This is an optimization exercise on Yosys and OpenROAD, whose aim is a short achievable clock period and few clock cycles, not a production implementation. Where RTL was checked, it was by simulation tests only, not by an equivalence proof against the original. Only the layout flow was run in runs 1 and 2; the RTL was not checked for function there. Power and IR drop assume default switching activity.

==> flow/design.v, too long to show whole: its modules and the start of the top module <==
// module mul_tree1: 1252 lines
// module mul_tree2: 620 lines
// module PMIPS_TOP: 211 lines
module PMIPS_TOP (
    input  wire CLK,RST,
    output wire [31:0] imem_addr,
    input  wire [31:0] imem_rdata,
    output wire [31:0] dmem_addr,
    output wire [31:0] dmem_wdata,
    output wire        dmem_we,
    input  wire [31:0] dmem_rdata
);
  // ...
==> flow/flow/run.sh <==
#!/bin/bash
set -euo pipefail
MARGIN=8.4
bash standard.sh SETUP_SLACK_MARGIN=$MARGIN finish > standard.log 2>&1
==> flow/standard.sh <==
#!/bin/bash
# synth_recipe.tcl (not shown) runs the flow's synth.tcl, then flattens the netlist and writes it again
# the make line also repeats each setting of config.mk as NAME=value (left out here)
make -C /OpenROAD-flow-scripts/flow DESIGN_CONFIG=/design/flow/config.mk WORK_HOME=/design/flow/orfs CLKGATE_MAP_FILE= SYNTH_SCRIPT=/design/flow/synth_recipe.tcl "${@:-finish}"
==> flow/config.mk <==
export PLATFORM = sky130hd
export DESIGN_NAME = PMIPS_TOP
export DESIGN_NICKNAME = PMIPS_TOP
export VERILOG_FILES = /design/flow/design.v
export SDC_FILE = /design/flow/constraint.sdc
export NUM_CORES = 4
export LEC_CHECK = 0
export ABC_CLOCK_PERIOD_IN_PS = 3000
export CAP_MARGIN = 20
export CORE_MARGIN = 2
export CORE_UTILIZATION = 45
export CTS_CLUSTER_DIAMETER = 60
export CTS_CLUSTER_SIZE = 30
export GPL_ROUTABILITY_DRIVEN = 1
export PLACE_DENSITY = 0.65
export SLEW_MARGIN = 20
==> flow/constraint.sdc <==
create_clock -name core_clock -period 12.0 [get_ports {CLK}]
set_input_delay 2.4000 -clock core_clock [delete_from_list [all_inputs] [get_ports {CLK}]]
set_output_delay 2.4000 -clock core_clock [all_outputs]
set_load 0.01 [all_outputs]
==> impl_metrics.csv, run 1 <==
group,metric,value,unit
sta,hold_viol,0,
synth,synth_cell_types,93,
global_route,use_met3,9.183,%
min_path,min_path_cells,0,
route,num_vias,80070,
power_and_ir_drop,power.switching,5.675,mW
floorplanning,die_w,485.9,µm
synth,synthTopCellsByCount,"nand2_1, dfrtp_1, o21ai_0",
synth,synthSimpleGateAreaFrac,9.428,%
route,wl_met2,175200,µm
synth,synthCells,9444,
synth,syn_area_per_cell,11.07,µm²
finish,seq_cells,1996,
place,gp_congestion,1.008,
worst_setup_path,crit_path_max_incr_delay,390,ps
sta,layout_min_cycle_time,4110,ps
outcome,status,"timing/DRC/antenna clean",
synth,synth.ff_latch_count,1996,
sta,clock_skew,101.4,ps
floorplanning,top_level_ports,163,
worst_setup_path,cp_slowest_cell,"dfxtp_4",
clocking,cts_hold_repair.buffers,0,
finish,nNonClkBuffers,735,
finish,diodes,10,
power_and_ir_drop,leakage,51.16,nW
clocking,clk_pin_slew,110,ps
==> module PMIPS_TOP, before the edit <==
module PMIPS_TOP (
    input  wire CLK,RST,
    output wire [31:0] imem_addr,
    input  wire [31:0] imem_rdata,
    output wire [31:0] dmem_addr,
    output wire [31:0] dmem_wdata,
    output wire        dmem_we,
    input  wire [31:0] dmem_rdata
);
localparam MQW = 338;    
reg  [31:2] pc_f;
reg         bv [0:3];
reg  [11:2] btag [0:3];
reg  [31:2] bdst [0:3];
reg  [1:0]  brr;
reg  [31:0] ins_d;
reg  [31:2] pc_d, pcp4_d, npc_d;
reg         v_d, hit_d;
reg  [1:0]  hidx_d;
reg  [31:0] opa_e, opb_e, ops_e;
reg         fa_e, fb_e, fs_e, na_e, nb_e, ns_e;
reg         add_e, sub_e, slt_e;
reg         we_e, lw_e, mul_e, sw_e, br_e;
reg  [4:0]  dst_e;
reg  [31:2] btgt_e, pcp4_e;
reg  [11:2] pc_e;
reg         pt_e, hit_e;
reg  [1:0]  hidx_e;
reg  [31:0] alu_m, st_m;
reg         we_m, lw_m, mul_m, sw_m;
reg  [4:0]  dst_m;
reg  [MQW-1:0] mq_m;
reg  [31:0] res_w, mx_w, my_w;
reg         we_w, mul_w;
reg  [4:0]  dst_w;
wire [31:0] mul_w_res = mx_w + my_w;
wire [31:0] wres = mul_w ? mul_w_res : res_w;
wire [32*32-1:0] rf_flat;
assign rf_flat[31:0] = 32'd0;
genvar gi;
generate
  for (gi = 1; gi < 32; gi = gi + 1) begin : RF
    reg [31:0] r;
    always @(posedge CLK or negedge RST) begin
      if (!RST) r <= 32'd0;
      else if (we_w && dst_w == gi) r <= wres;
    end
    assign rf_flat[gi*32 +: 32] = r;
  end
endgenerate
wire [31:2] pcp4_f = pc_f + 30'd1;
assign imem_addr = {pc_f, 2'b00};
wire [3:0] bhit;
genvar gb;
generate
  for (gb = 0; gb < 4; gb = gb + 1) begin : BH
    assign bhit[gb] = bv[gb] && (btag[gb] == pc_f[11:2]);
  end
endgenerate
wire        hit_f  = |bhit;
wire [1:0]  hidx_f = {bhit[3] | bhit[2], bhit[3] | bhit[1]};
wire [31:2] ptgt_f = ({30{bhit[0]}} & bdst[0]) | ({30{bhit[1]}} & bdst[1]) |
                     ({30{bhit[2]}} & bdst[2]) | ({30{bhit[3]}} & bdst[3]);
wire [31:2] npc_f  = hit_f ? ptgt_f : pcp4_f;
wire [5:0]  op_d = ins_d[31:26];
wire [4:0]  rs_d = ins_d[25:21];
wire [4:0]  rt_d = ins_d[20:16];
wire [4:0]  rd_d = ins_d[15:11];
wire [5:0]  fn_d = ins_d[5:0];
wire [31:0] imm_d = {{16{ins_d[15]}}, ins_d[15:0]};
wire is_r    = (op_d == 6'b000000);
wire is_addi = (op_d == 6'b001000);
wire is_lw   = (op_d == 6'b100011);
wire is_sw   = (op_d == 6'b101011);
wire is_beq  = (op_d == 6'b000100);
wire is_j    = (op_d == 6'b000010);
wire same_d  = (rs_d == rt_d);
wire is_sub  = is_r && (fn_d == 6'b100010);
wire is_slt  = is_r && (fn_d == 6'b101010);
wire is_mul  = is_r && (fn_d == 6'b011100);
wire [4:0] dst_d = is_r ? rd_d : rt_d;
wire wr_d   = (is_r || is_addi || is_lw) && (dst_d != 5'd0);
wire use_rs = is_r || is_addi || is_lw || is_sw || (is_beq && !same_d);
wire use_rt = is_r || is_sw || (is_beq && !same_d);
wire use_imm = is_addi || is_lw || is_sw;
wire rs_e = we_e && (dst_e == rs_d);
wire rs_m = we_m && (dst_m == rs_d);
wire rs_w = we_w && (dst_w == rs_d);
wire rt_e = we_e && (dst_e == rt_d);
wire rt_m = we_m && (dst_m == rt_d);
wire rt_w = we_w && (dst_w == rt_d);
wire slow_e = lw_e || mul_e;
wire stall_d = v_d && ((use_rs && rs_e && slow_e) || (use_rt && rt_e && slow_e) ||
                       (use_rs && rs_m && !rs_e && mul_m) || (use_rt && rt_m && !rt_e && mul_m));
wire [31:0] mval = lw_m ? dmem_rdata : alu_m;
wire [31:0] rf_rs = rf_flat[rs_d*32 +: 32];
wire [31:0] rf_rt = rf_flat[rt_d*32 +: 32];
wire [31:0] rsv_d = rs_m ? mval : rs_w ? wres : rf_rs;
wire [31:0] rtv_d = rt_m ? mval : rt_w ? wres : rf_rt;
wire [31:2] btgt_d = pcp4_d + imm_d[29:0];
wire [31:2] jtgt_d = {pcp4_d[31:28], ins_d[25:0]};
wire bsame_d = is_beq && same_d;
wire bdiff_d = is_beq && !same_d && (ins_d[15:0] != 16'd0);
wire [31:2] ca = pcp4_d, cb = imm_d[29:0], cc = npc_d;
wire [31:2] cgen = (ca & cb) | ((ca | cb) & ~cc);
wire tk_ok = ((ca ^ cb ^ cc) == {cgen[30:2], 1'b0});
wire nt_ok = (npc_d == pcp4_d);
wire jp_ok = (npc_d == jtgt_d);
wire ok_d  = is_j ? jp_ok : bsame_d ? tk_ok : bdiff_d ? (tk_ok || nt_ok) : nt_ok;
wire [31:2] rtgt_d = is_j ? jtgt_d : bsame_d ? btgt_d : pcp4_d;
wire [31:0] srca = ({32{fa_e}} & alu_m) | ({32{na_e}} & opa_e);
wire [31:0] srcb = ({32{fb_e}} & alu_m) | ({32{nb_e}} & opb_e);
wire [31:0] stv  = ({32{fs_e}} & alu_m) | ({32{ns_e}} & ops_e);
wire [31:0] sum_e = srca + srcb;
wire [32:0] dif_e = {1'b0, srca} + {1'b0, ~srcb} + 33'd1;
wire        ltu_e = !dif_e[32];
wire [31:0] alu_e = ({32{add_e}} & sum_e) | ({32{sub_e}} & dif_e[31:0]) | {32{slt_e && ltu_e}};
wire eq_e       = (srca == srcb);
wire redirect_e = br_e && (eq_e != pt_e);
wire [31:2] etgt_e = pt_e ? pcp4_e : btgt_e;
wire redirect_d = v_d && !ok_d && !redirect_e;
wire bins_e = br_e && eq_e && !pt_e;
wire bins_d = redirect_d && (is_j || bsame_d);
wire [MQW-1:0] mq_e;
mul_tree1 MT1 (.a(srca), .b(srcb), .q(mq_e));
assign dmem_addr  = alu_m;
assign dmem_wdata = st_m;
assign dmem_we    = sw_m;
wire [31:0] mx_m, my_m;
mul_tree2 MT2 (.q(mq_m), .x(mx_m), .y(my_m));
wire go_d = v_d && !stall_d && !redirect_e;    
always @(posedge CLK or negedge RST) begin
  if (!RST) begin
    pc_f <= 30'd0;
    v_d  <= 1'b0;
    bv[0] <= 1'b0; bv[1] <= 1'b0; bv[2] <= 1'b0; bv[3] <= 1'b0;
    brr  <= 2'd0;
    we_e <= 1'b0; lw_e <= 1'b0; mul_e <= 1'b0; sw_e <= 1'b0; br_e <= 1'b0;
    we_m <= 1'b0; lw_m <= 1'b0; mul_m <= 1'b0; sw_m <= 1'b0;
    we_w <= 1'b0; mul_w <= 1'b0;
  end else begin
    if (redirect_e)      pc_f <= etgt_e;
    else if (redirect_d) pc_f <= rtgt_d;
    else if (!stall_d)   pc_f <= npc_f;
    if (bins_e) begin
      bv[hit_e ? hidx_e : brr] <= 1'b1;
      if (!hit_e) brr <= brr + 2'd1;
    end else if (bins_d) begin
      bv[hit_d ? hidx_d : brr] <= 1'b1;
      if (!hit_d) brr <= brr + 2'd1;
    end
    if (redirect_e || redirect_d) v_d <= 1'b0;
    else if (!stall_d)            v_d <= 1'b1;
    we_e   <= go_d && wr_d;
    lw_e   <= go_d && wr_d && is_lw;
    mul_e  <= go_d && wr_d && is_mul;
    sw_e   <= go_d && is_sw;
    br_e   <= go_d && bdiff_d;
    we_m   <= we_e;
    lw_m   <= lw_e;
    mul_m  <= mul_e;
    sw_m   <= sw_e;
    we_w   <= we_m;
    mul_w  <= mul_m;
  end
end
always @(posedge CLK) begin
  if (!stall_d) begin
    ins_d  <= imem_rdata;
    pc_d   <= pc_f;
    pcp4_d <= pcp4_f;
    npc_d  <= npc_f;
    hit_d  <= hit_f;
    hidx_d <= hidx_f;
  end
  if (bins_e) begin
    btag[hit_e ? hidx_e : brr] <= pc_e;
    bdst[hit_e ? hidx_e : brr] <= btgt_e;
  end else if (bins_d) begin
    btag[hit_d ? hidx_d : brr] <= pc_d[11:2];
    bdst[hit_d ? hidx_d : brr] <= rtgt_d;
  end
  opa_e  <= rsv_d;
  opb_e  <= use_imm ? imm_d : rtv_d;
  ops_e  <= rtv_d;
  fa_e   <= rs_e;
  na_e   <= !rs_e;
  fb_e   <= !use_imm && rt_e;
  nb_e   <= use_imm || !rt_e;
  fs_e   <= rt_e;
  ns_e   <= !rt_e;
  add_e  <= !(is_sub || is_slt);
  sub_e  <= is_sub;
  slt_e  <= is_slt;
  dst_e  <= dst_d;
  btgt_e <= btgt_d;
  pcp4_e <= pcp4_d;
  pc_e   <= pc_d[11:2];
  pt_e   <= tk_ok;
  hit_e  <= hit_d;
  hidx_e <= hidx_d;
  alu_m  <= alu_e;
  st_m   <= stv;
  dst_m  <= dst_e;
  mq_m   <= mq_e;
  res_w  <= mval;
  mx_w   <= mx_m;
  my_w   <= my_m;
  dst_w  <= dst_m;
end
endmodule
==> run 2: changes to the inputs <==
--- a/flow/design.v
+++ b/flow/design.v
@@ -1881,9 +1881,13 @@
 );
 localparam MQW = 338;    
-reg  [31:2] pc_f;
+reg  [31:2] pc_f, pcx_f;
 reg         bv [0:3];
 reg  [11:2] btag [0:3];
 reg  [31:2] bdst [0:3];
 reg  [1:0]  brr;
+reg         bw_v;
+reg  [1:0]  bw_i;
+reg  [11:2] bw_tag;
+reg  [31:2] bw_dst;
 reg  [31:0] ins_d;
 reg  [31:2] pc_d, pcp4_d, npc_d;
@@ -1892,4 +1896,6 @@
 reg  [31:0] opa_e, opb_e, ops_e;
 reg         fa_e, fb_e, fs_e, na_e, nb_e, ns_e;
+reg         fam_e, nam_e, fbm_e, nbm_e;      
+reg         kill_e;                          
 reg         add_e, sub_e, slt_e;
 reg         we_e, lw_e, mul_e, sw_e, br_e;
@@ -1899,5 +1905,5 @@
 reg         pt_e, hit_e;
 reg  [1:0]  hidx_e;
-reg  [31:0] alu_m, st_m;
+reg  [31:0] alu_m, st_m, addr_m;
 reg         we_m, lw_m, mul_m, sw_m;
 reg  [4:0]  dst_m;
@@ -1922,5 +1928,5 @@
 endgenerate
 wire [31:2] pcp4_f = pc_f + 30'd1;
-assign imem_addr = {pc_f, 2'b00};
+assign imem_addr = {pcx_f, 2'b00};
 wire [3:0] bhit;
 genvar gb;
@@ -1988,22 +1994,33 @@
 wire        ltu_e = !dif_e[32];
 wire [31:0] alu_e = ({32{add_e}} & sum_e) | ({32{sub_e}} & dif_e[31:0]) | {32{slt_e && ltu_e}};
-wire eq_e       = (srca == srcb);
-wire redirect_e = br_e && (eq_e != pt_e);
+wire eq_ab = (opa_e == opb_e);
+wire eq_mb = (alu_m == opb_e);
+wire eq_am = (opa_e == alu_m);
+wire eq_e  = (fa_e && fb_e) || (fa_e && nb_e && eq_mb) || (na_e && fb_e && eq_am) ||
+             (na_e && nb_e && eq_ab);
+wire redirect_e = br_e && !kill_e && (eq_e != pt_e);
 wire [31:2] etgt_e = pt_e ? pcp4_e : btgt_e;
 wire redirect_d = v_d && !ok_d && !redirect_e;
-wire bins_e = br_e && eq_e && !pt_e;
+wire bins_e = br_e && !kill_e && eq_e && !pt_e;
 wire bins_d = redirect_d && (is_j || bsame_d);
 wire [MQW-1:0] mq_e;
-mul_tree1 MT1 (.a(srca), .b(srcb), .q(mq_e));
-assign dmem_addr  = alu_m;
+wire [31:0] mula = ({32{fam_e}} & alu_m) | ({32{nam_e}} & opa_e);
+wire [31:0] mulb = ({32{fbm_e}} & alu_m) | ({32{nbm_e}} & opb_e);
+mul_tree1 MT1 (.a(mula), .b(mulb), .q(mq_e));
+assign dmem_addr  = addr_m;
 assign dmem_wdata = st_m;
 assign dmem_we    = sw_m;
 wire [31:0] mx_m, my_m;
 mul_tree2 MT2 (.q(mq_m), .x(mx_m), .y(my_m));
-wire go_d = v_d && !stall_d && !redirect_e;    
+wire go_d = v_d && !stall_d;    
+wire        redir = redirect_e || redirect_d;
+wire [31:2] rtgt  = redirect_e ? etgt_e : rtgt_d;
 always @(posedge CLK or negedge RST) begin
   if (!RST) begin
     pc_f <= 30'd0;
+    pcx_f <= 30'd0;
     v_d  <= 1'b0;
+    kill_e <= 1'b0;
+    bw_v <= 1'b0;
     bv[0] <= 1'b0; bv[1] <= 1'b0; bv[2] <= 1'b0; bv[3] <= 1'b0;
     brr  <= 2'd0;
@@ -2015,11 +2032,16 @@
     else if (redirect_d) pc_f <= rtgt_d;
     else if (!stall_d)   pc_f <= npc_f;
+    if (redir)           pcx_f <= rtgt;
+    else if (!stall_d)   pcx_f <= npc_f;
+    bw_v <= bins_e || bins_d;
     if (bins_e) begin
-      bv[hit_e ? hidx_e : brr] <= 1'b1;
+      bw_i <= hit_e ? hidx_e : brr;
       if (!hit_e) brr <= brr + 2'd1;
     end else if (bins_d) begin
-      bv[hit_d ? hidx_d : brr] <= 1'b1;
+      bw_i <= hit_d ? hidx_d : brr;
       if (!hit_d) brr <= brr + 2'd1;
     end
+    if (bw_v) bv[bw_i] <= 1'b1;
+    kill_e <= redirect_e;
     if (redirect_e || redirect_d) v_d <= 1'b0;
     else if (!stall_d)            v_d <= 1'b1;
@@ -2029,8 +2051,8 @@
     sw_e   <= go_d && is_sw;
     br_e   <= go_d && bdiff_d;
-    we_m   <= we_e;
-    lw_m   <= lw_e;
-    mul_m  <= mul_e;
-    sw_m   <= sw_e;
+    we_m   <= we_e && !kill_e;
+    lw_m   <= lw_e && !kill_e;
+    mul_m  <= mul_e && !kill_e;
+    sw_m   <= sw_e && !kill_e;
     we_w   <= we_m;
     mul_w  <= mul_m;
@@ -2047,9 +2069,13 @@
   end
   if (bins_e) begin
-    btag[hit_e ? hidx_e : brr] <= pc_e;
-    bdst[hit_e ? hidx_e : brr] <= btgt_e;
-  end else if (bins_d) begin
-    btag[hit_d ? hidx_d : brr] <= pc_d[11:2];
-    bdst[hit_d ? hidx_d : brr] <= rtgt_d;
+    bw_tag <= pc_e;
+    bw_dst <= btgt_e;
+  end else begin
+    bw_tag <= pc_d[11:2];
+    bw_dst <= rtgt_d;
+  end
+  if (bw_v) begin
+    btag[bw_i] <= bw_tag;
+    bdst[bw_i] <= bw_dst;
   end
   opa_e  <= rsv_d;
@@ -2062,4 +2088,8 @@
   fs_e   <= rt_e;
   ns_e   <= !rt_e;
+  fam_e  <= is_mul && rs_e;
+  nam_e  <= is_mul && !rs_e;
+  fbm_e  <= is_mul && rt_e;
+  nbm_e  <= is_mul && !rt_e;
   add_e  <= !(is_sub || is_slt);
   sub_e  <= is_sub;
@@ -2073,4 +2103,5 @@
   hidx_e <= hidx_d;
   alu_m  <= alu_e;
+  addr_m <= sum_e;
   st_m   <= stv;
   dst_m  <= dst_e;
==> flow/flow/run.sh (replaced) <==
#!/bin/bash
set -euo pipefail
MARGIN=8.3
bash standard.sh SETUP_SLACK_MARGIN=$MARGIN finish > standard.log 2>&1
==> run 2 against run 1 <==
Compared with the run above:
- wire length is 0.60% higher
- highest routed layer unchanged
- critical endpoint is now imem_addr[13]
- core utilization is 2.3 points lower
- fmax is 4.0% higher
- critical path type is now flop to output pin
- cell area is 0.31% lower
==> impl_metrics.csv, run 2 <==
group,metric,value,unit
outcome,status,"timing/DRC/antenna clean",
sta,layout_setup_ws,8048,ps
global_route,antenna_found_initial,23,
route,drt_wl_total,399200,µm
floorplanning,die_w,495.6,µm
synth,syn_area,108700,µm²
sta,worstMarginPinSlew,1204,ps
worst_setup_path,worstSetupPathType,"flop to output pin",
synth,synth.ff_latch_count,2106,
finish,drive_gt1_share,18.85,%
route,num_vias,81100,
global_route,grt_pass1_vias,80230,
finish,final_cell_mix,"nand2_1, o21ai_0, dfrtp_1",
worst_setup_path,cp_top_family,"flip-flops",
synth,synthTopCellsByCount,"nand2_1, o21ai_0, dfrtp_1",
synth,yosysSeqAreaShare,46.17,%
route,viasPerCell,6.162,
clocking,cts_hold_repair.buffers,0,
route,wl_met3,40500,µm
power_and_ir_drop,power.switching,5.688,mW
clocking,clk_pin_slew,100,ps
floorplanning,die_h,495.6,µm
sta,fmax,0.2530,GHz
route,wl_met1,154200,µm
route,final_antenna_net_count,0,
min_path,whs_endpoint,"mx_w[1]$_DFF_P_",
synth,yosys.area.top_type,"dfrtp_1",
min_path,min_path_cells,0,
finish,layout_commonest_cell,"nand2_1",
floorplanning,die-area,245600,µm²
clocking,cts.htree.levels,4,
sta,rsz0062_at_grt,"yes",
worst_setup_path,end_kind,"output pin",
power_and_ir_drop,ir_drop,0.1755,mV
sta,timing.hold.ws,336.4,ps
finish,top_register,"RF.r",
worst_setup_path,cp-startpoint,"pcx_f[13]$_DFFE_PN0P_",
global_route,grt_usage,31.94,%
synth,ys_dominant_reg_cell,"dfrtp_1",
route,wl_met2,179300,µm
worst_setup_path,reg2reg_to,"alu_m[1]$_DFF_P_",
synth,synth_edf_count,267,
finish,largest_reg_flops,992,
synth,syn_area_per_cell,11.03,µm²
finish,syn_to_final_growth,13.65,%
min_path,hp-start,"mq_m[1]$_DFF_P_",
place,dp_slack,6594,ps
power_and_ir_drop,cellPowerDensity,143.6,nW/µm²
power_and_ir_drop,clockPowerShare,34.4,%
power_and_ir_drop,cellInternalPower,12.06,mW
route,wl_per_cell,30.33,µm
worst_setup_path,start_kind,"flop",
power_and_ir_drop,swShare,32.05,%
floorplanning,fp-row-count,180,
floorplanning,top_level_ports,163,
worst_setup_path,worstPathMaxFanout,2,
finish,nFillCells,20850,
floorplanning,initial_utilization,45.25,%
worst_setup_path,r2r-start,"nb_e$_DFF_P_",
power_and_ir_drop,p_comb_share,18.0,%
clocking,cts_buffers,158,
synth,synth_cell_types,90,
sta,layout_min_cycle_time,3952,ps
floorplanning,core,240300,µm²
place,dp_hpwl,254200,µm
finish,reg_top3,"RF.r: 992 flops, mq_m: 338 flops, bdst: 120 flops",
clocking,clock_latency,880,ps
clocking,cts_tree,"yes",
clocking,cts_buffer_depth,3,
power_and_ir_drop,sequentialPowerShare,47.6,%
worst_setup_path,worstPathArrival,1550,ps
sta,tns,0,ps
finish,nNetsFinal,10520,
worst_setup_path,crit_path_cell_trace,"buf_6",
route,firstDrtPassIters,8,
route,drc_errors,0,
synth,ys_top_cells_by_area,"dfrtp_1, dfxtp_1, mux4_2",
synth,yosysMostFrequentCell,"nand2_1",
route,dr.max_layer_used,"met5",
synth,synthCells,9857,
sta,slew_violations,0,
worst_setup_path,cp_slowest_cell,"dfrtp_2",
worst_setup_path,r2r_cells,14,
job,drv_cap,0,
global_route,grt_max_degree,183,
worst_setup_path,crit_required,9600,ps
min_path,min_path_type,"flop to flop",
global_route,grt_pass1_wl,568000,µm
synth,synth_top_area_share,24.67,%
worst_setup_path,r2r_slack,8230,ps
worst_setup_path,crit_path_max_incr_delay,500,ps
sta,worst_slew_margin_rel,19.71,%
clocking,clock_sinks,2106,
clocking,cts_root_buffer,"clkbuf_16",
sta,hold_viol,0,
sta,clock_skew,58.12,ps
place,gp_congestion,0.9894,
power_and_ir_drop,leakage,50.72,nW
worst_setup_path,critPathBufInv,1,
sta,period_share,32.94,%
place,portBuffers,160,
route,drt-initial-drc-count,9442,
synth,ys_warn_count,2,
synth,async_flop_share,50.90,%
sta,finalSetupViolCount,0,
global_route,grt_overflow_total,0,
## run 2: cell count changes in the layout (fill, tap and decap cells not counted), moves of 64 or more
cell | before | now
a21oi_1 | 191 | 326
mux2_2 | 161 | 81
xor2_1 | 113 | 191
o21ai_0 | 990 | 1067
xnor2_1 | 172 | 246
mux2i_1 | 65 | 137
dfxtp_2 | 22 | 86
## run 2: routing by layer
metal  GRT usage [%]  up-vias
met5               0        -
met3           7.378     1075
met1           42.43    41350
met2           48.83     4488
met4           17.03        8
li1                -    34180
## run 2: logic make-up after synthesis
logic type	after synthesis	synth area share, %
AOI/OAI and AO/OA	2143	11.94
xor gates and xnor gates	445	3.584
adders and majority gates	620	10.17
buffers and inverters	1359	4.808
DFF	2106	46.17
muxes	822	14.29
other	1	0.003449
and+or+nand+nor	2361	9.045
## run 2: how the worst max path moves through the flow
stage | endpoint | slack (ps) | depth (start not counted)
finish | imem_addr[13] | 8050 | 1
detailed placement | pcp4_d[6]$_DFFE_PP_ | 6590 | 9
floorplan | pc_f[27]$_DFFE_PN0P_ | 8110 | 12
global placement | pc_d[4]$_DFFE_PP_ | 6590 | 9
CTS | imem_addr[13] | 8020 | 1
global route | imem_addr[15] | 8020 | 1
## run 2: power groups by stage
stage	clock network (mW)	registers, mW	logic (mW)
after detailed placement	0	8.59	2.84
after floorplan	0	8.25	1.91
after global placement	0	8.57	2.83
after CTS	6.16	8.44	2.99
after global routing	6.43	8.49	3.40
final	6.11	8.44	3.19
## run 2: per-stage QoR
stage                     util [%]  cells  power (mW)  instance area (µm²)
after floorplan                  -   9858       10.15               109000
after global placement       47.30  12660       11.41               113700
after detailed placement     47.30  12660       11.43               113700
after CTS                    50.75  13060       17.60               122000
after global routing         51.42  13160       18.32               123600
final                        51.42  13160       17.75               123600
## run 2: repair_timing
item,CTS,global route
pin swaps,30,44
setup buffers,90,69
cloned,20,18
gates resized for setup,798,146
endpoints found under the setup margin,683,586
## run 2: final cells by class
class / count / area (µm²) / area share, %
Multi-Input combinational cell: 6395 / 54790 / 44.34
Sequential cell: 2106 / 50500 / 40.87
Timing Repair Buffer: 557 / 5961 / 4.824
Clock buffer: 175 / 4217 / 3.412
Tap cell: 3185 / 3985 / 3.225
Inverter: 615 / 2320 / 1.877
Clock inverter: 117 / 1764 / 1.428
Antenna cell: 11 / 27.53 / 0.02227
Timing Repair inverter: 1 / 7.507 / 0.006075
==> run 3: changes to the inputs <==
--- a/flow/design.v
+++ b/flow/design.v
@@ -1940,5 +1940,7 @@
 wire [31:2] ptgt_f = ({30{bhit[0]}} & bdst[0]) | ({30{bhit[1]}} & bdst[1]) |
                      ({30{bhit[2]}} & bdst[2]) | ({30{bhit[3]}} & bdst[3]);
-wire [31:2] npc_f  = hit_f ? ptgt_f : pcp4_f;
+wire        jmp_f  = (imem_rdata[31:26] == 6'b000010);
+wire [31:2] jtgt_f = {pcp4_f[31:28], imem_rdata[25:0]};
+wire [31:2] npc_f  = jmp_f ? jtgt_f : hit_f ? ptgt_f : pcp4_f;
 wire [5:0]  op_d = ins_d[31:26];
 wire [4:0]  rs_d = ins_d[25:21];
==> run 3 against run 2 <==
Compared with the run above:
- still clean on timing, DRC and antenna
- largest power group unchanged
- clock power fell by 1%
- via count rose by 1.8%
- sequential share of layout area shrank 0.44 points
- die area grew 0.74%
- area after synthesis grew 0.74%
- critical endpoint is now alu_m[23]$_DFF_P_
- first-iteration DRC count grew 5.0%
- synthesized cell count up 1.3%
- clock skew fell by 7.7 ps
==> impl_metrics.csv, run 3 <==
group,metric,value,unit
global_route,grt_pass1_vias,82280,
synth,synth_top_family_by_area,"multiplexers",
global_route,grt_pass1_wl,564800,µm
global_route,use_met1,40.65,%
sta,hold_viol,0,
synth,synthTopCellsByCount,"nand2_1, o21ai_0, dfrtp_1",
power_and_ir_drop,cellPowerDensity,141.7,nW/µm²
route,drt-initial-drc-count,9917,
synth,syn_area,109500,µm²
min_path,whs_endpoint,"mx_w[1]$_DFF_P_",
floorplanning,die_h,497.4,µm
clocking,cts_root_buffer,"clkbuf_16",
sta,rsz0062_at_grt,"yes",
worst_setup_path,worstSetupPathType,"flop to flop",
worst_setup_path,r2r-start,"na_e$_DFF_P_",
job,drv_cap,0,
min_path,min_path_type,"flop to flop",
synth,synth_compound_area_share,11.85,%
route,num_vias,82540,
route,drt_wl_total,390100,µm
sta,worstMarginPinSlew,1217,ps
finish,reg_top3,"RF.r: 992 flops, mq_m: 338 flops, bdst: 120 flops",
worst_setup_path,end_kind,"flop",
finish,nNetsFinal,10640,
route,wl_per_cell,29.32,µm
worst_setup_path,worstPathArrival,4770,ps
floorplanning,fp-row-count,181,
finish,top_register,"RF.r",
finish,final_cell_mix,"nand2_1, o21ai_0, dfrtp_1",
sta,period_share,33.09,%
synth,synthSimpleGateAreaFrac,9.396,%
floorplanning,initial_utilization,45.16,%
sta,clock_skew,50.45,ps
global_route,grt_overflow_total,0,
worst_setup_path,reg2reg_to,"alu_m[23]$_DFF_P_",
sta,layout_min_cycle_time,3971,ps
synth,ys_dominant_reg_cell,"dfrtp_1",
floorplanning,core,242500,µm²
sta,layout_setup_ws,8029,ps
sta,fmax,0.2518,GHz
synth,synth_top_area_share,24.49,%
clocking,cts_buffers,156,
place,dp_slack,6411,ps
sta,worst_slew_margin_rel,18.40,%
floorplanning,top_level_ports,163,
global_route,use_met3,7.146,%
floorplanning,die_w,497.4,µm
place,portBuffers,160,
synth,synth_cell_types,90,
power_and_ir_drop,power,17.64,mW
synth,async_flop_share,50.90,%
synth,yosys.area.top_type,"dfrtp_1",
route,viasPerCell,6.205,
synth,synthCells,9986,
global_route,antenna_found_initial,18,
min_path,hp-start,"mq_m[1]$_DFF_P_",
clocking,clock_latency,870,ps
clocking,cts_hold_repair.buffers,0,
clocking,clk_pin_slew,90,ps
synth,yosysMostFrequentCell,"nand2_1",
min_path,min_path_cells,0,
worst_setup_path,r2r_cells,17,
synth,synth.ff_latch_count,2106,
clocking,cts_buffer_depth,3,
synth,muxShareOfSynthArea,14.30,%
sta,timing.hold.ws,330.1,ps
sta,finalSetupViolCount,0,
outcome,status,"timing/DRC/antenna clean",
finish,syn_to_final_growth,13.62,%
place,dp_hpwl,248200,µm
clocking,clock_sinks,2106,
route,final_antenna_net_count,0,
worst_setup_path,crit_required,12800,ps
synth,ys_top_cells_by_area,"dfrtp_1, dfxtp_1, mux4_2",
synth,synth_edf_count,267,
synth,yosysSeqAreaShare,45.83,%
clocking,cts_tree,"yes",
finish,largest_reg_flops,992,
place,gp_congestion,0.9884,
sta,tns,0,ps
global_route,grt_usage,30.93,%
global_route,grt_max_degree,171,
synth,synthXorXnorAreaFrac,3.526,%
finish,drive_gt1_share,18.90,%
synth,syn_area_per_cell,10.97,µm²
worst_setup_path,r2r_slack,8030,ps
sta,slew_violations,0,
power_and_ir_drop,ir_drop,0.1269,mV
route,firstDrtPassIters,8,
synth,synth_fa_ha_area_share,10.09,%
global_route,grt.met2_usage,47.08,%
worst_setup_path,worstPathMaxFanout,5,
finish,layout_commonest_cell,"nand2_1",
global_route,top_usage_layer,"met2",
clocking,cts.htree.levels,4,
synth,ys_warn_count,2,
worst_setup_path,start_kind,"flop",
route,drc_errors,0,
floorplanning,die-area,247400,µm²
power_and_ir_drop,leakage,50.89,nW
run 3: changes by cell type after synthesis, moves of 19 or more:
cell	previous run	this run
or3_1	6	25
a21o_1	58	38
a221oi_1	23	1
o21ai_0	1078	1107
nor2_1	603	641
a21oi_1	347	374
clkbuf_1	596	567
nand2_1	1339	1306
buf_2	71	115
run 3: worst max-delay path by stage:
| stage | from | to | slack, ps | depth (start not counted) |
|---|---|---|---|---|
| after floorplan | ins_d[17]$_DFFE_PP_ | pc_f[16]$_DFFE_PN0P_ | 8020 | 11 |
| after global placement | ins_d[16]$_DFFE_PP_ | pcx_f[26]$_DFFE_PN0P_ | 6370 | 13 |
| after detailed placement | ins_d[16]$_DFFE_PP_ | pc_f[13]$_DFFE_PN0P_ | 6410 | 12 |
| after CTS | sw_m$_DFF_PN0_ | dmem_we | 8070 | 1 |
| after global routing | na_e$_DFF_P_ | alu_m[15]$_DFF_P_ | 8000 | 17 |
| final | na_e$_DFF_P_ | alu_m[23]$_DFF_P_ | 8030 | 17 |
run 3: logic make-up (layout without fill, tap and decap cells):
logic type,Yosys count,after routing
adders and majority gates,620,620
buffers and inverters,1392,1488
xor gates and xnor gates,441,441
and+or+nand+nor,2435,2437
AOI/OAI and AO/OA,2160,2167
other,1,11
muxes,831,831
DFF,2106,2106
run 3: through the flow:
stage                     instances  util, %  area, µm²
after floorplan                9987        -     109700
after global placement        12780    47.01     114000
after detailed placement      12780    47.02     114000
after CTS                     13220    50.58     122700
after global routing          13300    51.31     124400
final                         13300    51.31     124500
run 3: layer usage:
layer	routed length (µm)	share of wire (%)
met5	77	0.020
met1	146900	38
met2	174200	45
met3	42190	11
met4	26780	6.9
run 3: layout make-up:
cell class              count  area (µm²)
multi-input cells        6498       55850
inverters                 626        2390
repair buffers            569        6033
diodes                      9       22.52
clock buffers             170        4093
fillers                 21000      118100
clock inverters           122        1744
repair inverters            1       5.005
flip-flops and latches   2106       50320
well taps                3202        4006
run 3: critical path, cell delays in order, from the launching register on:
cell      delay [ps]
dfxtp_4          400
buf_12           140
a22oi_2          260
ha_4             180
inv_2             40
fa_2             360
nor2b_4          140
o211ai_1         280
a311oi_2         190
a211o_1          350
nand4_1          160
a31o_4           210
o21bai_4          80
a211o_1          360
a31oi_4          280
buf_6            200
buf_16           150
a221o_1          110
run 3: what timing repair did:
item	CTS	global route
pin swaps	53	61
resized for setup	738	246
setup buffers	123	57
endpoints found under the setup margin	896	782
gates cloned	31	14
run 3: where the power goes:
group          internal, mW  switching [mW]  leakage, nW  total [mW]
Combinational          1.35            1.84         24.5        3.19
Sequential             7.79           0.639         23.6        8.43
Clock                  2.82            3.20         2.84        6.02
Testbench counts of run 3, summed over its fixed seeds: cycles 34,777.
==> run 4: changes to the inputs <==
--- a/flow/design.v
+++ b/flow/design.v
@@ -1891,13 +1891,19 @@
 reg  [31:2] bw_dst;
 reg  [31:0] ins_d;
-reg  [31:2] pc_d, pcp4_d, npc_d;
+reg  [31:2] pcp4_d;
+reg  [11:2] pc_d;
 reg         v_d, hit_d;
+reg  [31:0] rsoh_d, rtoh_d;      
+reg         seq_d, tk_ok_d;      
 reg  [1:0]  hidx_d;
 reg  [31:0] opa_e, opb_e, ops_e;
-reg         fa_e, fb_e, fs_e, na_e, nb_e, ns_e;
+reg         fs_e, ns_e;
+reg         c_ab, c_Ab, c_aB, c_AB;
+reg         eqab_e;                          
+reg         s_ab, s_Ab, s_aB, s_AB, d_ab, d_Ab, d_aB;
 reg         fam_e, nam_e, fbm_e, nbm_e;      
 reg         kill_e;                          
-reg         add_e, sub_e, slt_e;
-reg         we_e, lw_e, mul_e, sw_e, br_e;
+reg         slt_e;
+reg         we_e, lw_e, mul_e, sltw_e, sw_e, br_e;
 reg  [4:0]  dst_e;
 reg  [31:2] btgt_e, pcp4_e;
@@ -1906,4 +1912,5 @@
 reg  [1:0]  hidx_e;
 reg  [31:0] alu_m, st_m, addr_m;
+reg         sltv_m;              
 reg         we_m, lw_m, mul_m, sw_m;
 reg  [4:0]  dst_m;
@@ -1912,4 +1919,7 @@
 reg         we_w, mul_w;
 reg  [4:0]  dst_w;
+reg  [31:0] res_x;
+reg         we_x;
+reg  [4:0]  dst_x;
 wire [31:0] mul_w_res = mx_w + my_w;
 wire [31:0] wres = mul_w ? mul_w_res : res_w;
@@ -1922,5 +1932,5 @@
     always @(posedge CLK or negedge RST) begin
       if (!RST) r <= 32'd0;
-      else if (we_w && dst_w == gi) r <= wres;
+      else if (we_x && dst_x == gi) r <= res_x;
     end
     assign rf_flat[gi*32 +: 32] = r;
@@ -1943,4 +1953,15 @@
 wire [31:2] jtgt_f = {pcp4_f[31:28], imem_rdata[25:0]};
 wire [31:2] npc_f  = jmp_f ? jtgt_f : hit_f ? ptgt_f : pcp4_f;
+wire [31:2] ka = pcp4_f, kb = {{14{imem_rdata[15]}}, imem_rdata[15:0]};
+wire [3:0] tk_f;
+generate
+  for (gb = 0; gb < 4; gb = gb + 1) begin : TK
+    wire [31:2] kc = bdst[gb];
+    wire [31:2] kgen = (ka & kb) | ((ka | kb) & ~kc);
+    assign tk_f[gb] = ((ka ^ kb ^ kc) == {kgen[30:2], 1'b0});
+  end
+endgenerate
+wire tk_ok_f = hit_f ? |(bhit & tk_f) : (imem_rdata[15:0] == 16'd0);
+wire seq_f   = !jmp_f && !hit_f;
 wire [5:0]  op_d = ins_d[31:26];
 wire [4:0]  rs_d = ins_d[25:21];
@@ -1964,45 +1985,60 @@
 wire use_rt = is_r || is_sw || (is_beq && !same_d);
 wire use_imm = is_addi || is_lw || is_sw;
+wire add_d   = !(is_sub || is_slt);
 wire rs_e = we_e && (dst_e == rs_d);
 wire rs_m = we_m && (dst_m == rs_d);
 wire rs_w = we_w && (dst_w == rs_d);
+wire rs_x = we_x && (dst_x == rs_d);
 wire rt_e = we_e && (dst_e == rt_d);
 wire rt_m = we_m && (dst_m == rt_d);
 wire rt_w = we_w && (dst_w == rt_d);
-wire slow_e = lw_e || mul_e;
+wire rt_x = we_x && (dst_x == rt_d);
+wire fwa_d = rs_e;
+wire fwb_d = !use_imm && rt_e;
+wire slow_e = lw_e || mul_e || sltw_e;
 wire stall_d = v_d && ((use_rs && rs_e && slow_e) || (use_rt && rt_e && slow_e) ||
                        (use_rs && rs_m && !rs_e && mul_m) || (use_rt && rt_m && !rt_e && mul_m));
-wire [31:0] mval = lw_m ? dmem_rdata : alu_m;
-wire [31:0] rf_rs = rf_flat[rs_d*32 +: 32];
-wire [31:0] rf_rt = rf_flat[rt_d*32 +: 32];
-wire [31:0] rsv_d = rs_m ? mval : rs_w ? wres : rf_rs;
-wire [31:0] rtv_d = rt_m ? mval : rt_w ? wres : rf_rt;
+wire [31:0] aluv_m = alu_m | {32{sltv_m}};
+wire [31:0] mval = lw_m ? dmem_rdata : aluv_m;
+reg  [31:0] rf_rs, rf_rt;
+integer ri;
+always @(*) begin
+  rf_rs = 32'd0;
+  rf_rt = 32'd0;
+  for (ri = 1; ri < 32; ri = ri + 1) begin
+    rf_rs = rf_rs | ({32{rsoh_d[ri]}} & rf_flat[ri*32 +: 32]);
+    rf_rt = rf_rt | ({32{rtoh_d[ri]}} & rf_flat[ri*32 +: 32]);
+  end
+end
+wire [31:0] rsv_d = rs_m ? mval : rs_w ? wres : rs_x ? res_x : rf_rs;
+wire [31:0] rtv_d = rt_m ? mval : rt_w ? wres : rt_x ? res_x : rf_rt;
 wire [31:2] btgt_d = pcp4_d + imm_d[29:0];
 wire [31:2] jtgt_d = {pcp4_d[31:28], ins_d[25:0]};
 wire bsame_d = is_beq && same_d;
 wire bdiff_d = is_beq && !same_d && (ins_d[15:0] != 16'd0);
-wire [31:2] ca = pcp4_d, cb = imm_d[29:0], cc = npc_d;
-wire [31:2] cgen = (ca & cb) | ((ca | cb) & ~cc);
-wire tk_ok = ((ca ^ cb ^ cc) == {cgen[30:2], 1'b0});
-wire nt_ok = (npc_d == pcp4_d);
-wire jp_ok = (npc_d == jtgt_d);
-wire ok_d  = is_j ? jp_ok : bsame_d ? tk_ok : bdiff_d ? (tk_ok || nt_ok) : nt_ok;
+wire ok_d  = is_j || (bsame_d ? tk_ok_d : bdiff_d ? (tk_ok_d || seq_d) : seq_d);
 wire [31:2] rtgt_d = is_j ? jtgt_d : bsame_d ? btgt_d : pcp4_d;
-wire [31:0] srca = ({32{fa_e}} & alu_m) | ({32{na_e}} & opa_e);
-wire [31:0] srcb = ({32{fb_e}} & alu_m) | ({32{nb_e}} & opb_e);
 wire [31:0] stv  = ({32{fs_e}} & alu_m) | ({32{ns_e}} & ops_e);
-wire [31:0] sum_e = srca + srcb;
-wire [32:0] dif_e = {1'b0, srca} + {1'b0, ~srcb} + 33'd1;
-wire        ltu_e = !dif_e[32];
-wire [31:0] alu_e = ({32{add_e}} & sum_e) | ({32{sub_e}} & dif_e[31:0]) | {32{slt_e && ltu_e}};
-wire eq_ab = (opa_e == opb_e);
+wire [31:0] sum_ab = opa_e + opb_e;
+wire [31:0] sum_Ab = alu_m + opb_e;
+wire [31:0] sum_aB = opa_e + alu_m;
+wire [31:0] sum_AB = {alu_m[30:0], 1'b0};
+wire [32:0] dif_ab = {1'b0, opa_e} - {1'b0, opb_e};
+wire [32:0] dif_Ab = {1'b0, alu_m} - {1'b0, opb_e};
+wire [32:0] dif_aB = {1'b0, opa_e} - {1'b0, alu_m};
+wire [31:0] alu_e = ({32{s_ab}} & sum_ab) | ({32{s_Ab}} & sum_Ab) | ({32{s_aB}} & sum_aB) |
+                    ({32{s_AB}} & sum_AB) | ({32{d_ab}} & dif_ab[31:0]) |
+                    ({32{d_Ab}} & dif_Ab[31:0]) | ({32{d_aB}} & dif_aB[31:0]);
+wire [31:0] sum_e = ({32{c_ab}} & sum_ab) | ({32{c_Ab}} & sum_Ab) | ({32{c_aB}} & sum_aB) |
+                    ({32{c_AB}} & sum_AB);
+wire        ltu_e = (c_ab && dif_ab[32]) || (c_Ab && dif_Ab[32]) || (c_aB && dif_aB[32]);
 wire eq_mb = (alu_m == opb_e);
 wire eq_am = (opa_e == alu_m);
-wire eq_e  = (fa_e && fb_e) || (fa_e && nb_e && eq_mb) || (na_e && fb_e && eq_am) ||
-             (na_e && nb_e && eq_ab);
+wire eq_e  = c_AB || (c_Ab && eq_mb) || (c_aB && eq_am) || (c_ab && eqab_e);
 wire redirect_e = br_e && !kill_e && (eq_e != pt_e);
 wire [31:2] etgt_e = pt_e ? pcp4_e : btgt_e;
-wire redirect_d = v_d && !ok_d && !redirect_e;
-wire bins_e = br_e && !kill_e && eq_e && !pt_e;
+wire redirect_d = v_d && !ok_d && !redirect_e && !stall_d;
+wire esel   = br_e && !kill_e;
+wire bins_e = esel && eq_e && !pt_e;
 wire bins_d = redirect_d && (is_j || bsame_d);
 wire [MQW-1:0] mq_e;
@@ -2021,5 +2057,4 @@
   if (!RST) begin
     pc_f <= 30'd0;
-    pcx_f <= 30'd0;
     v_d  <= 1'b0;
     kill_e <= 1'b0;
@@ -2027,21 +2062,15 @@
     bv[0] <= 1'b0; bv[1] <= 1'b0; bv[2] <= 1'b0; bv[3] <= 1'b0;
     brr  <= 2'd0;
-    we_e <= 1'b0; lw_e <= 1'b0; mul_e <= 1'b0; sw_e <= 1'b0; br_e <= 1'b0;
-    we_m <= 1'b0; lw_m <= 1'b0; mul_m <= 1'b0; sw_m <= 1'b0;
+    we_e <= 1'b0; lw_e <= 1'b0; mul_e <= 1'b0; sltw_e <= 1'b0; sw_e <= 1'b0; br_e <= 1'b0;
+    we_m <= 1'b0; lw_m <= 1'b0; mul_m <= 1'b0;
     we_w <= 1'b0; mul_w <= 1'b0;
+    we_x <= 1'b0;
   end else begin
     if (redirect_e)      pc_f <= etgt_e;
     else if (redirect_d) pc_f <= rtgt_d;
     else if (!stall_d)   pc_f <= npc_f;
-    if (redir)           pcx_f <= rtgt;
-    else if (!stall_d)   pcx_f <= npc_f;
-    bw_v <= bins_e || bins_d;
-    if (bins_e) begin
-      bw_i <= hit_e ? hidx_e : brr;
-      if (!hit_e) brr <= brr + 2'd1;
-    end else if (bins_d) begin
-      bw_i <= hit_d ? hidx_d : brr;
-      if (!hit_d) brr <= brr + 2'd1;
-    end
+    bw_v <= bins_e || (bins_d && !esel);
+    bw_i <= esel ? (hit_e ? hidx_e : brr) : (hit_d ? hidx_d : brr);
+    if ((bins_e && !hit_e) || (bins_d && !esel && !hit_d)) brr <= brr + 2'd1;
     if (bw_v) bv[bw_i] <= 1'b1;
     kill_e <= redirect_e;
@@ -2051,4 +2080,5 @@
     lw_e   <= go_d && wr_d && is_lw;
     mul_e  <= go_d && wr_d && is_mul;
+    sltw_e <= go_d && wr_d && is_slt;
     sw_e   <= go_d && is_sw;
     br_e   <= go_d && bdiff_d;
@@ -2056,23 +2086,35 @@
     lw_m   <= lw_e && !kill_e;
     mul_m  <= mul_e && !kill_e;
-    sw_m   <= sw_e && !kill_e;
     we_w   <= we_m;
     mul_w  <= mul_m;
+    we_x   <= we_w;
   end
 end
 always @(posedge CLK) begin
+  if (!RST) sw_m <= 1'b0;
+  else      sw_m <= sw_e && !kill_e;
+end
+always @(posedge CLK) begin
+  if (!RST)            pcx_f <= 30'd0;
+  else if (redir)      pcx_f <= rtgt;
+  else if (!stall_d)   pcx_f <= npc_f;
+end
+always @(posedge CLK) begin
   if (!stall_d) begin
     ins_d  <= imem_rdata;
-    pc_d   <= pc_f;
+    pc_d   <= pc_f[11:2];
     pcp4_d <= pcp4_f;
-    npc_d  <= npc_f;
     hit_d  <= hit_f;
     hidx_d <= hidx_f;
+    rsoh_d <= 32'd1 << imem_rdata[25:21];
+    rtoh_d <= 32'd1 << imem_rdata[20:16];
+    seq_d  <= seq_f;
+    tk_ok_d <= tk_ok_f;
   end
-  if (bins_e) begin
+  if (esel) begin
     bw_tag <= pc_e;
     bw_dst <= btgt_e;
   end else begin
-    bw_tag <= pc_d[11:2];
+    bw_tag <= pc_d;
     bw_dst <= rtgt_d;
   end
@@ -2084,8 +2126,16 @@
   opb_e  <= use_imm ? imm_d : rtv_d;
   ops_e  <= rtv_d;
-  fa_e   <= rs_e;
-  na_e   <= !rs_e;
-  fb_e   <= !use_imm && rt_e;
-  nb_e   <= use_imm || !rt_e;
+  eqab_e <= (rsv_d == rtv_d);
+  c_ab   <= !fwa_d && !fwb_d;
+  c_Ab   <=  fwa_d && !fwb_d;
+  c_aB   <= !fwa_d &&  fwb_d;
+  c_AB   <=  fwa_d &&  fwb_d;
+  s_ab   <= add_d && !fwa_d && !fwb_d;
+  s_Ab   <= add_d &&  fwa_d && !fwb_d;
+  s_aB   <= add_d && !fwa_d &&  fwb_d;
+  s_AB   <= add_d &&  fwa_d &&  fwb_d;
+  d_ab   <= is_sub && !fwa_d && !fwb_d;
+  d_Ab   <= is_sub &&  fwa_d && !fwb_d;
+  d_aB   <= is_sub && !fwa_d &&  fwb_d;
   fs_e   <= rt_e;
   ns_e   <= !rt_e;
@@ -2094,15 +2144,14 @@
   fbm_e  <= is_mul && rt_e;
   nbm_e  <= is_mul && !rt_e;
-  add_e  <= !(is_sub || is_slt);
-  sub_e  <= is_sub;
   slt_e  <= is_slt;
   dst_e  <= dst_d;
   btgt_e <= btgt_d;
   pcp4_e <= pcp4_d;
-  pc_e   <= pc_d[11:2];
-  pt_e   <= tk_ok;
+  pc_e   <= pc_d;
+  pt_e   <= tk_ok_d;
   hit_e  <= hit_d;
   hidx_e <= hidx_d;
   alu_m  <= alu_e;
+  sltv_m <= slt_e && ltu_e;
   addr_m <= sum_e;
   st_m   <= stv;
@@ -2113,4 +2162,6 @@
   my_w   <= my_m;
   dst_w  <= dst_m;
+  res_x  <= wres;
+  dst_x  <= dst_w;
 end
 endmodule
==> flow/flow/run.sh (replaced) <==
#!/bin/bash
set -euo pipefail
MARGIN=8.25
bash standard.sh SETUP_SLACK_MARGIN=$MARGIN POST_RESIZE_TCL=$PWD/flow/pins.tcl finish > standard.log 2>&1
==> flow/flow/pins.tcl (new file) <==
# POST_RESIZE hook: put each flip-flop that drives an output port's buffer right next to that
# buffer, so the register-to-pin wire is short. Detailed placement legalizes afterwards.
set block [ord::get_db_block]
set die [$block getDieArea]
set dx0 [$die xMin]; set dy0 [$die yMin]; set dx1 [$die xMax]; set dy1 [$die yMax]
set moved 0
foreach bt [$block getBTerms] {
  if {[$bt getIoType] != "OUTPUT"} { continue }
  set net [$bt getNet]
  set buf ""
  foreach it [$net getITerms] { if {[$it isOutputSignal]} { set buf [$it getInst] } }
  if {$buf == ""} { continue }
  set n2 ""
  foreach it [$buf getITerms] { if {[$it isInputSignal] && [$it getNet] != "NULL" && [[$it getNet] getSigType] == "SIGNAL"} { set n2 [$it getNet] } }
  if {$n2 == ""} { continue }
  set ff ""
  set nsinks 0
  foreach it [$n2 getITerms] {
    if {[$it isOutputSignal]} { set ff [$it getInst] } else { incr nsinks }
  }
  if {$ff == "" || ![[$ff getMaster] isSequential]} { continue }
  set bl [$buf getLocation]
  set bx [lindex $bl 0]; set by [lindex $bl 1]
  # step inward from the nearest die edge
  set d [list [expr {$bx - $dx0}] [expr {$dx1 - $bx}] [expr {$by - $dy0}] [expr {$dy1 - $by}]]
  set m [lsearch $d [tcl::mathfunc::min {*}$d]]
  set off 6000
  switch $m {
    0 { set nx [expr {$bx + $off}]; set ny $by }
    1 { set nx [expr {$bx - $off}]; set ny $by }
    2 { set nx $bx; set ny [expr {$by + $off}] }
    3 { set nx $bx; set ny [expr {$by - $off}] }
  }
  $ff setLocation $nx $ny
  incr moved
  puts "pins.tcl: moved [$ff getName] next to [$buf getName] ([$bt getName]), $nsinks sinks on its net"
}
puts "pins.tcl: moved $moved flip-flops"
--- a/flow/config.mk
+++ b/flow/config.mk
@@ -10,6 +10,4 @@
 export CORE_MARGIN = 2
 export CORE_UTILIZATION = 45
-export CTS_CLUSTER_DIAMETER = 60
-export CTS_CLUSTER_SIZE = 30
 export GPL_ROUTABILITY_DRIVEN = 1
 export PLACE_DENSITY = 0.65
==> run 4 against run 3 <==
Compared with the run above:
- still clean on timing, DRC and antenna
- critical path depth down 3
- first-iteration DRC count up 71%
- worst hold slack better by 1.1 ps
- setup slack worse by 280 ps
- count of clock-buffer cells in the layout up 147
- clock power up 31%
- flip-flop and latch count up 80
- register-to-register slack worse by 280 ps
- cell area up 10%
- die area up 6.5%
- via count up 22%
- fmax down 6.7%
- critical path type unchanged
- critical endpoint is now addr_m[31]$_DFF_P_
- largest power group unchanged
==> impl_metrics.csv, run 4 <==
group,metric,value,unit
worst_setup_path,worstSetupPathType,"flop to flop",
sta,clock_skew,53.03,ps
sta,finalSetupViolCount,0,
clocking,cts_buffers,230,
sta,fmax,0.2351,GHz
route,wl_per_cell,36.77,µm
global_route,grt_pass1_wl,741500,µm
sta,layout_min_cycle_time,4254,ps
floorplanning,top_level_ports,163,
clocking,clock_sinks,2186,
route,drc_errors,0,
synth,syn_area_per_cell,10.92,µm²
clocking,cts_tree,"yes",
place,dp_slack,5571,ps
synth,synthTopCellsByCount,"dfrtp_1, mux2_2, dfxtp_1",
floorplanning,core,257400,µm²
finish,reg_top3,"RF.r: 992 flops, mq_m: 338 flops, bdst: 120 flops",
sta,slew_violations,0,
worst_setup_path,start_kind,"flop",
route,drt-initial-drc-count,16950,
power_and_ir_drop,leakage,58.80,nW
global_route,grt_pass1_vias,98980,
synth,yosysMostFrequentCell,"dfrtp_1",
floorplanning,initial_utilization,45.35,%
global_route,grt_usage,39.33,%
clocking,cts_buffer_depth,3,
worst_setup_path,r2r_cells,14,
finish,final_cell_mix,"dfrtp_1, mux2_2, nor2_1",
place,placed_cell_area,122300,µm²
route,drt_wl_total,534600,µm
synth,yosysSeqAreaShare,44.54,%
synth,synth_edf_count,301,
synth,syn_area,116700,µm²
clocking,cts_root_buffer,"clkbuf_16",
sta,layout_setup_ws,7746,ps
route,num_vias,100400,
clocking,clk_pin_slew,70,ps
floorplanning,die_h,513.3,µm
finish,largest_reg_flops,992,
route,firstDrtPassIters,14,
floorplanning,fp-row-count,186,
power_and_ir_drop,power,21.36,mW
clocking,cts.htree.levels,4,
global_route,antenna_found_initial,30,
worst_setup_path,crit_required,12760,ps
place,gp_congestion,1.014,
floorplanning,die-area,263500,µm²
route,final_antenna_net_count,0,
worst_setup_path,worstPathArrival,5010,ps
synth,synth_cell_types,91,
route,viasPerCell,6.902,
sta,worst_slew_margin_rel,20.31,%
finish,nNetsFinal,11810,
job,drv_cap,0,
finish,drive_gt1_share,25.80,%
synth,yosys.area.top_type,"dfrtp_1",
synth,ys_warn_count,2,
power_and_ir_drop,ir_drop,0.1736,mV
min_path,min_path_cells,0,
global_route,grt_max_degree,176,
sta,rsz0062_at_grt,"yes",
synth,ys_top_cells_by_area,"dfrtp_1, dfxtp_1, mux2_2",
sta,hold_viol,0,
synth,ys_dominant_reg_cell,"dfrtp_1",
worst_setup_path,worstPathMaxFanout,8,
worst_setup_path,end_kind,"flop",
synth,async_flop_share,47.71,%
global_route,grt_overflow_total,0,
worst_setup_path,r2r_slack,7750,ps
synth,synthCells,10690,
outcome,status,"timing/DRC/antenna clean",
clocking,cts_hold_repair.buffers,0,
clocking,clock_latency,930,ps
finish,final_area,137500,µm²
floorplanning,die_w,513.3,µm
finish,layout_commonest_cell,"dfrtp_1",
place,dp_hpwl,331500,µm
min_path,min_path_type,"flop to flop",
power_and_ir_drop,cellPowerDensity,155.3,nW/µm²
sta,period_share,35.45,%
place,portBuffers,160,
sta,tns,0,ps
sta,worstMarginPinSlew,1186,ps
synth,synth.ff_latch_count,2186,
synth,synth_top_area_share,22.36,%
finish,top_register,"RF.r",
finish,syn_to_final_growth,17.78,%
[run 4: critical path, stage by stage (launching register included)]
cell	delay, ps
dfxtp_4	360
inv_1	70
ha_4	330
nor2b_1	60
o21ai_1	180
o311a_4	250
o21ai_4	70
a221o_2	450
a2111oi_4	360
o31a_1	260
o211ai_1	240
a221o_1	450
a221o_1	360
xnor2_2	160
a221o_2	490
[run 4: final timing paths]
check	start	end
min reg2reg	mq_m[2]$_DFF_P_	my_w[1]$_DFF_P_
max reg2reg	alu_m[3]$_DFF_P_	addr_m[31]$_DFF_P_
max	alu_m[3]$_DFF_P_	addr_m[31]$_DFF_P_
min	mq_m[2]$_DFF_P_	my_w[1]$_DFF_P_
min in group asynchronous	RST	RF[14].r[3]$_DFFE_PN0P_
max in group asynchronous	RST	RF[17].r[29]$_DFFE_PN0P_
[run 4: stage by stage]
| step | util (%) | hold slack (ps) | instances |
|---|---|---|---|
| after floorplan | - | 309.6 | 10690 |
| after detailed placement | 47.53 | 314.3 | 13770 |
| after global placement | 47.51 | 309.7 | 13770 |
| after CTS | 52.38 | 331.6 | 14400 |
| after global routing | 53.40 | 339.5 | 14530 |
| final | 53.41 | 331.3 | 14540 |
[run 4: kinds of logic after synthesis]
kind of cell | synth area share, %
AOI/OAI and AO/OA | 16.23
adders and majority gates | 12.07
DFF | 44.54
xor gates and xnor gates | 3.773
other | 0.003212
muxes | 10.12
and+or+nand+nor | 8.597
buffers and inverters | 4.667
[run 4: area by class of cell]
cell class / instances / area (µm²)
flip-flops and latches: 2186 / 52330
repair buffers: 766 / 7018
diodes: 16 / 40.04
clock buffers: 317 / 6619
inverters: 678 / 2584
fillers: 22000 / 119900
multi-input cells: 7072 / 62890
repair inverters: 1 / 7.507
well taps: 3384 / 4234
clock inverters: 120 / 1759
[run 4: routing by layer]
metal,track usage (%),vias to the layer above,wire (µm)
li1,-,39200,-
met1,49.49,49950,192900
met2,54.91,8518,215300
met3,15.61,2664,77940
met4,27.47,24,48330
met5,0.3288,-,160
[run 4: timing repair]
action,in CTS,in global routing
resized for setup,1182,368
cloned,8,2
setup endpoints to repair,686,429
pin swaps,122,158
buffers inserted,181,122
[run 4: power by group]
group / total (mW) / switching, mW / internal, mW
logic: 4.78 / 2.90 / 1.89
clock network: 7.88 / 3.32 / 4.56
registers: 8.69 / 0.601 / 8.09
Testbench counts of run 4, summed over its fixed seeds: cycles 34,942.
==> run 5: changes to the inputs <==
--- a/flow/design.v
+++ b/flow/design.v
@@ -1906,4 +1906,5 @@
 reg         slt_e;
 reg         we_e, lw_e, mul_e, sltw_e, sw_e, br_e;
+reg         xadd_e;                          
 reg  [4:0]  dst_e;
 reg  [31:2] btgt_e, pcp4_e;
@@ -1953,5 +1954,5 @@
 wire [31:2] jtgt_f = {pcp4_f[31:28], imem_rdata[25:0]};
 wire [31:2] npc_f  = jmp_f ? jtgt_f : hit_f ? ptgt_f : pcp4_f;
-wire [31:2] ka = pcp4_f, kb = {{14{imem_rdata[15]}}, imem_rdata[15:0]};
+wire [31:2] ka = pc_f, kb = {{14{imem_rdata[15]}}, imem_rdata[15:0]};
 wire [3:0] tk_f;
 generate
@@ -1959,5 +1960,5 @@
     wire [31:2] kc = bdst[gb];
     wire [31:2] kgen = (ka & kb) | ((ka | kb) & ~kc);
-    assign tk_f[gb] = ((ka ^ kb ^ kc) == {kgen[30:2], 1'b0});
+    assign tk_f[gb] = ((ka ^ kb ^ kc) == {kgen[30:2], 1'b1});
   end
 endgenerate
@@ -2017,6 +2018,10 @@
 wire bsame_d = is_beq && same_d;
 wire bdiff_d = is_beq && !same_d && (ins_d[15:0] != 16'd0);
-wire ok_d  = is_j || (bsame_d ? tk_ok_d : bdiff_d ? (tk_ok_d || seq_d) : seq_d);
-wire [31:2] rtgt_d = is_j ? jtgt_d : bsame_d ? btgt_d : pcp4_d;
+wire zero_e;
+wire bz_d  = bdiff_d && xadd_e && ((rt_d == 5'd0 && rs_e) || (rs_d == 5'd0 && rt_e));
+wire bzt_d = bz_d && zero_e;
+wire ok_d  = is_j || (bsame_d ? tk_ok_d : bz_d ? (zero_e ? tk_ok_d : seq_d) :
+                      bdiff_d ? (tk_ok_d || seq_d) : seq_d);
+wire [31:2] rtgt_d = is_j ? jtgt_d : (bsame_d || bzt_d) ? btgt_d : pcp4_d;
 wire [31:0] stv  = ({32{fs_e}} & alu_m) | ({32{ns_e}} & ops_e);
 wire [31:0] sum_ab = opa_e + opb_e;
@@ -2033,4 +2038,9 @@
                     ({32{c_AB}} & sum_AB);
 wire        ltu_e = (c_ab && dif_ab[32]) || (c_Ab && dif_Ab[32]) || (c_aB && dif_aB[32]);
+wire z_ab = ((opa_e ^ opb_e) == {(opa_e[30:0] | opb_e[30:0]), 1'b0});
+wire z_Ab = ((alu_m ^ opb_e) == {(alu_m[30:0] | opb_e[30:0]), 1'b0});
+wire z_aB = ((opa_e ^ alu_m) == {(opa_e[30:0] | alu_m[30:0]), 1'b0});
+wire z_AB = (alu_m[30:0] == 31'd0);
+assign zero_e = (c_ab && z_ab) || (c_Ab && z_Ab) || (c_aB && z_aB) || (c_AB && z_AB);
 wire eq_mb = (alu_m == opb_e);
 wire eq_am = (opa_e == alu_m);
@@ -2063,4 +2073,5 @@
     brr  <= 2'd0;
     we_e <= 1'b0; lw_e <= 1'b0; mul_e <= 1'b0; sltw_e <= 1'b0; sw_e <= 1'b0; br_e <= 1'b0;
+    xadd_e <= 1'b0;
     we_m <= 1'b0; lw_m <= 1'b0; mul_m <= 1'b0;
     we_w <= 1'b0; mul_w <= 1'b0;
@@ -2082,5 +2093,6 @@
     sltw_e <= go_d && wr_d && is_slt;
     sw_e   <= go_d && is_sw;
-    br_e   <= go_d && bdiff_d;
+    br_e   <= go_d && bdiff_d && !bz_d;
+    xadd_e <= go_d && wr_d && (is_addi || (is_r && !is_sub && !is_slt && !is_mul));
     we_m   <= we_e && !kill_e;
     lw_m   <= lw_e && !kill_e;
--- a/flow/config.mk
+++ b/flow/config.mk
@@ -9,6 +9,6 @@
 export CAP_MARGIN = 20
 export CORE_MARGIN = 2
-export CORE_UTILIZATION = 45
+export CORE_UTILIZATION = 38
 export GPL_ROUTABILITY_DRIVEN = 1
-export PLACE_DENSITY = 0.65
+export PLACE_DENSITY = 0.6
 export SLEW_MARGIN = 20
==> run 5 against run 4 <==
Compared with the run above:
- flip-flop and latch count grew 1
- critical path depth shrank 3
- clock power shrank 1%
- synthesized cell count grew 3.6%
- count of clock-buffer cells in the layout grew 11
- wire length grew 5.0%
- global-route usage shrank 5.2 points
- critical path type is now input pin to flop
==> impl_metrics.csv, run 5 <==
group,metric,value,unit
outcome,status,"timing/DRC/antenna clean",
route,wl_per_cell,35.52,µm
synth,synthCells,11080,
global_route,grt_max_degree,169,
synth,syn_area_per_cell,10.73,µm²
finish,drive_gt1_share,27.08,%
worst_setup_path,critPathMostFrequentCell,"nand4_1",
sta,worst_slew_margin_rel,15.00,%
finish,syn_to_final_growth,20.17,%
sta,finalSetupViolCount,0,
route,drt_wl_total,561100,µm
synth,synth_top_area_share,21.97,%
finish,reg_top3,"RF.r: 992 flops, mq_m: 338 flops, bdst: 120 flops",
synth,yosys.area.top_type,"dfrtp_1",
synth,synthSimpleGateAreaFrac,9.049,%
finish,instances_no_fill,15800,
finish,layout_commonest_cell,"dfrtp_1",
synth,synthXorXnorAreaFrac,4.574,%
worst_setup_path,cp_top_family,"simple AND/OR/NAND/NOR gates",
finish,final_cell_mix,"dfrtp_1, mux2_2, nor2_1",
clocking,clock_sinks,2187,
route,drc_errors,0,
worst_setup_path,end_kind,"flop",
place,dp_slack,5923,ps
synth,synth_fa_ha_area_share,12.83,%
route,final_antenna_net_count,0,
sta,clock_skew,72.49,ps
finish,multi_input_area,66310,µm²
place,dp_cells,14890,
sta,layout_min_cycle_time,4475,ps
worst_setup_path,crit_path_cell_trace,"clkdlybuf4s50_1 > o22a_1 > and2_1 > a221o_1 > xor2_1 > nor2_1 > nand4_1 > nor4_1 > and4_1 > nand4_1 > nor4_2",
clocking,cts_root_buffer,"clkbuf_16",
route,num_vias,102100,
synth,syn_area,118900,µm²
synth,ys_top_cells_by_area,"dfrtp_1, dfxtp_1, mux2_2",
sta,fmax,0.2235,GHz
synth,synth_top_family_by_area,"compound AO/OA/AOI/OAI gates",
place,portBuffers,160,
min_path,min_path_type,"flop to flop",
sta,layout_setup_ws,7525,ps
sta,worstMarginPinSlew,1265,ps
floorplanning,fp-row-count,205,
power_and_ir_drop,cellPowerDensity,139.0,nW/µm²
synth,synth_cell_types,90,
clocking,cts_buffers,239,
sta,slew_violations,0,
finish,largest_reg_flops,992,
finish,seqCellArea,52410,µm²
floorplanning,die-area,317400,µm²
power_and_ir_drop,leakage,61.26,nW
worst_setup_path,worstPathArrival,5310,ps
clocking,clk_pin_slew,60,ps
power_and_ir_drop,ir_drop,0.1436,mV
floorplanning,top_level_ports,163,
sta,rsz0062_at_grt,"yes",
global_route,antenna_found_initial,37,
floorplanning,die_w,563.4,µm
finish,nFillCells,28470,
synth,muxShareOfSynthArea,10.12,%
sta,period_share,37.29,%
route,viasPerCell,6.465,
job,drv_cap,0,
place,dp_hpwl,356400,µm
worst_setup_path,worstSetupPathType,"input pin to flop",
global_route,grt_pass1_vias,100400,
synth,yosysMostFrequentCell,"dfrtp_1",
worst_setup_path,crit_path_max_incr_delay,580,ps
synth,yosysSeqAreaShare,43.75,%
floorplanning,die_h,563.4,µm
floorplanning,core,311600,µm²
clocking,clock_latency,970,ps
## run 5: cells by family (layout without fill, tap and decap cells)
family                   after synthesis  count (layout)
AO/OA/AOI/OAI                       2383            2383
AND/OR/NAND/NOR                     2366            2369
flip-flops                          2187            2187
buffers and inverters               1544            2098
multiplexers                        1076            1076
adder cells (fa/ha/maj)              901             901
XOR/XNOR                             621             621
other                                  1              23
## run 5: routing by layer
metal	GRT usage (%)	wire (µm)
met5	0.1807	323
met1	44.29	211000
met2	47.84	224900
met4	22.96	50050
met3	11.45	74860
## run 5: through the flow
step	hold WS (ps)	area [µm²]	total power, mW	util, %
after floorplan	309.6	119100	10.24	-
after global placement	311.1	125500	11.48	40.26
after detailed placement	312.1	125500	11.52	40.28
after CTS	325.8	138300	19.47	44.39
after global routing	326.9	142800	20.44	45.84
final	328.3	142900	19.86	45.85
## run 5: final timing paths
path	from	end	slack [ps]	cells past startpoint
setup / recovery	dmem_rdata[6]	eqab_e$_DFF_P_	7530	11
hold / removal	mq_m[5]$_DFF_P_	mx_w[2]$_DFF_P_	330	0
setup reg to reg	rsoh_d[14]$_SDFFCE_PP0N_	eqab_e$_DFF_P_	7560	15
hold reg to reg	mq_m[5]$_DFF_P_	mx_w[2]$_DFF_P_	330	0
max in group asynchronous	RST	RF[17].r[23]$_DFFE_PN0P_	8490	3
min in group asynchronous	RST	RF[25].r[30]$_DFFE_PN0P_	1470	1
## run 5: area by class of cell
cell class              count  share of cell area [%]
multi-input cells        7352                   46.40
flip-flops and latches   2187                   36.67
repair buffers            891                   5.550
clock buffers             328                   4.680
well taps                4140                   3.625
inverters                 760                   2.040
clock inverters           118                  0.9859
diodes                     21                 0.03677
repair inverters            1                0.005254
## run 5: where the power goes
group | switching (mW) | internal (mW) | leakage (nW)
logic | 2.01 | 1.48 | 32.8
registers | 0.607 | 7.99 | 24.5
clock network | 3.39 | 4.38 | 3.93
## run 5: what timing repair did
item / in CTS / in global routing
setup endpoints to repair: 472 / 473
endpoints found under the hold margin: 0 / 0
cloned: 12 / 12
pin swaps: 165 / 278
gates resized for setup: 1264 / 550
buffers inserted: 190 / 219
## run 5: worst register-to-register path, delay by kind of cell, from the launching register on
family,cells,cell delay [ps]
compound gates,5,1440
xor+xnor,1,200
buf+inv,2,690
flops,1,360
mux,1,330
simple gates,6,1310
Testbench counts of run 5, summed over its fixed seeds: cycles 34,601.

Re-timed with assumed drivers on the ports (clkbuf_16 on the clock, buf_2 on other inputs), run 5 has 7.561 ns of setup slack against 7.525 ns with ideal ports, and 6.553 ns once port delays also move by the mid clock arrival of 1.036 ns.
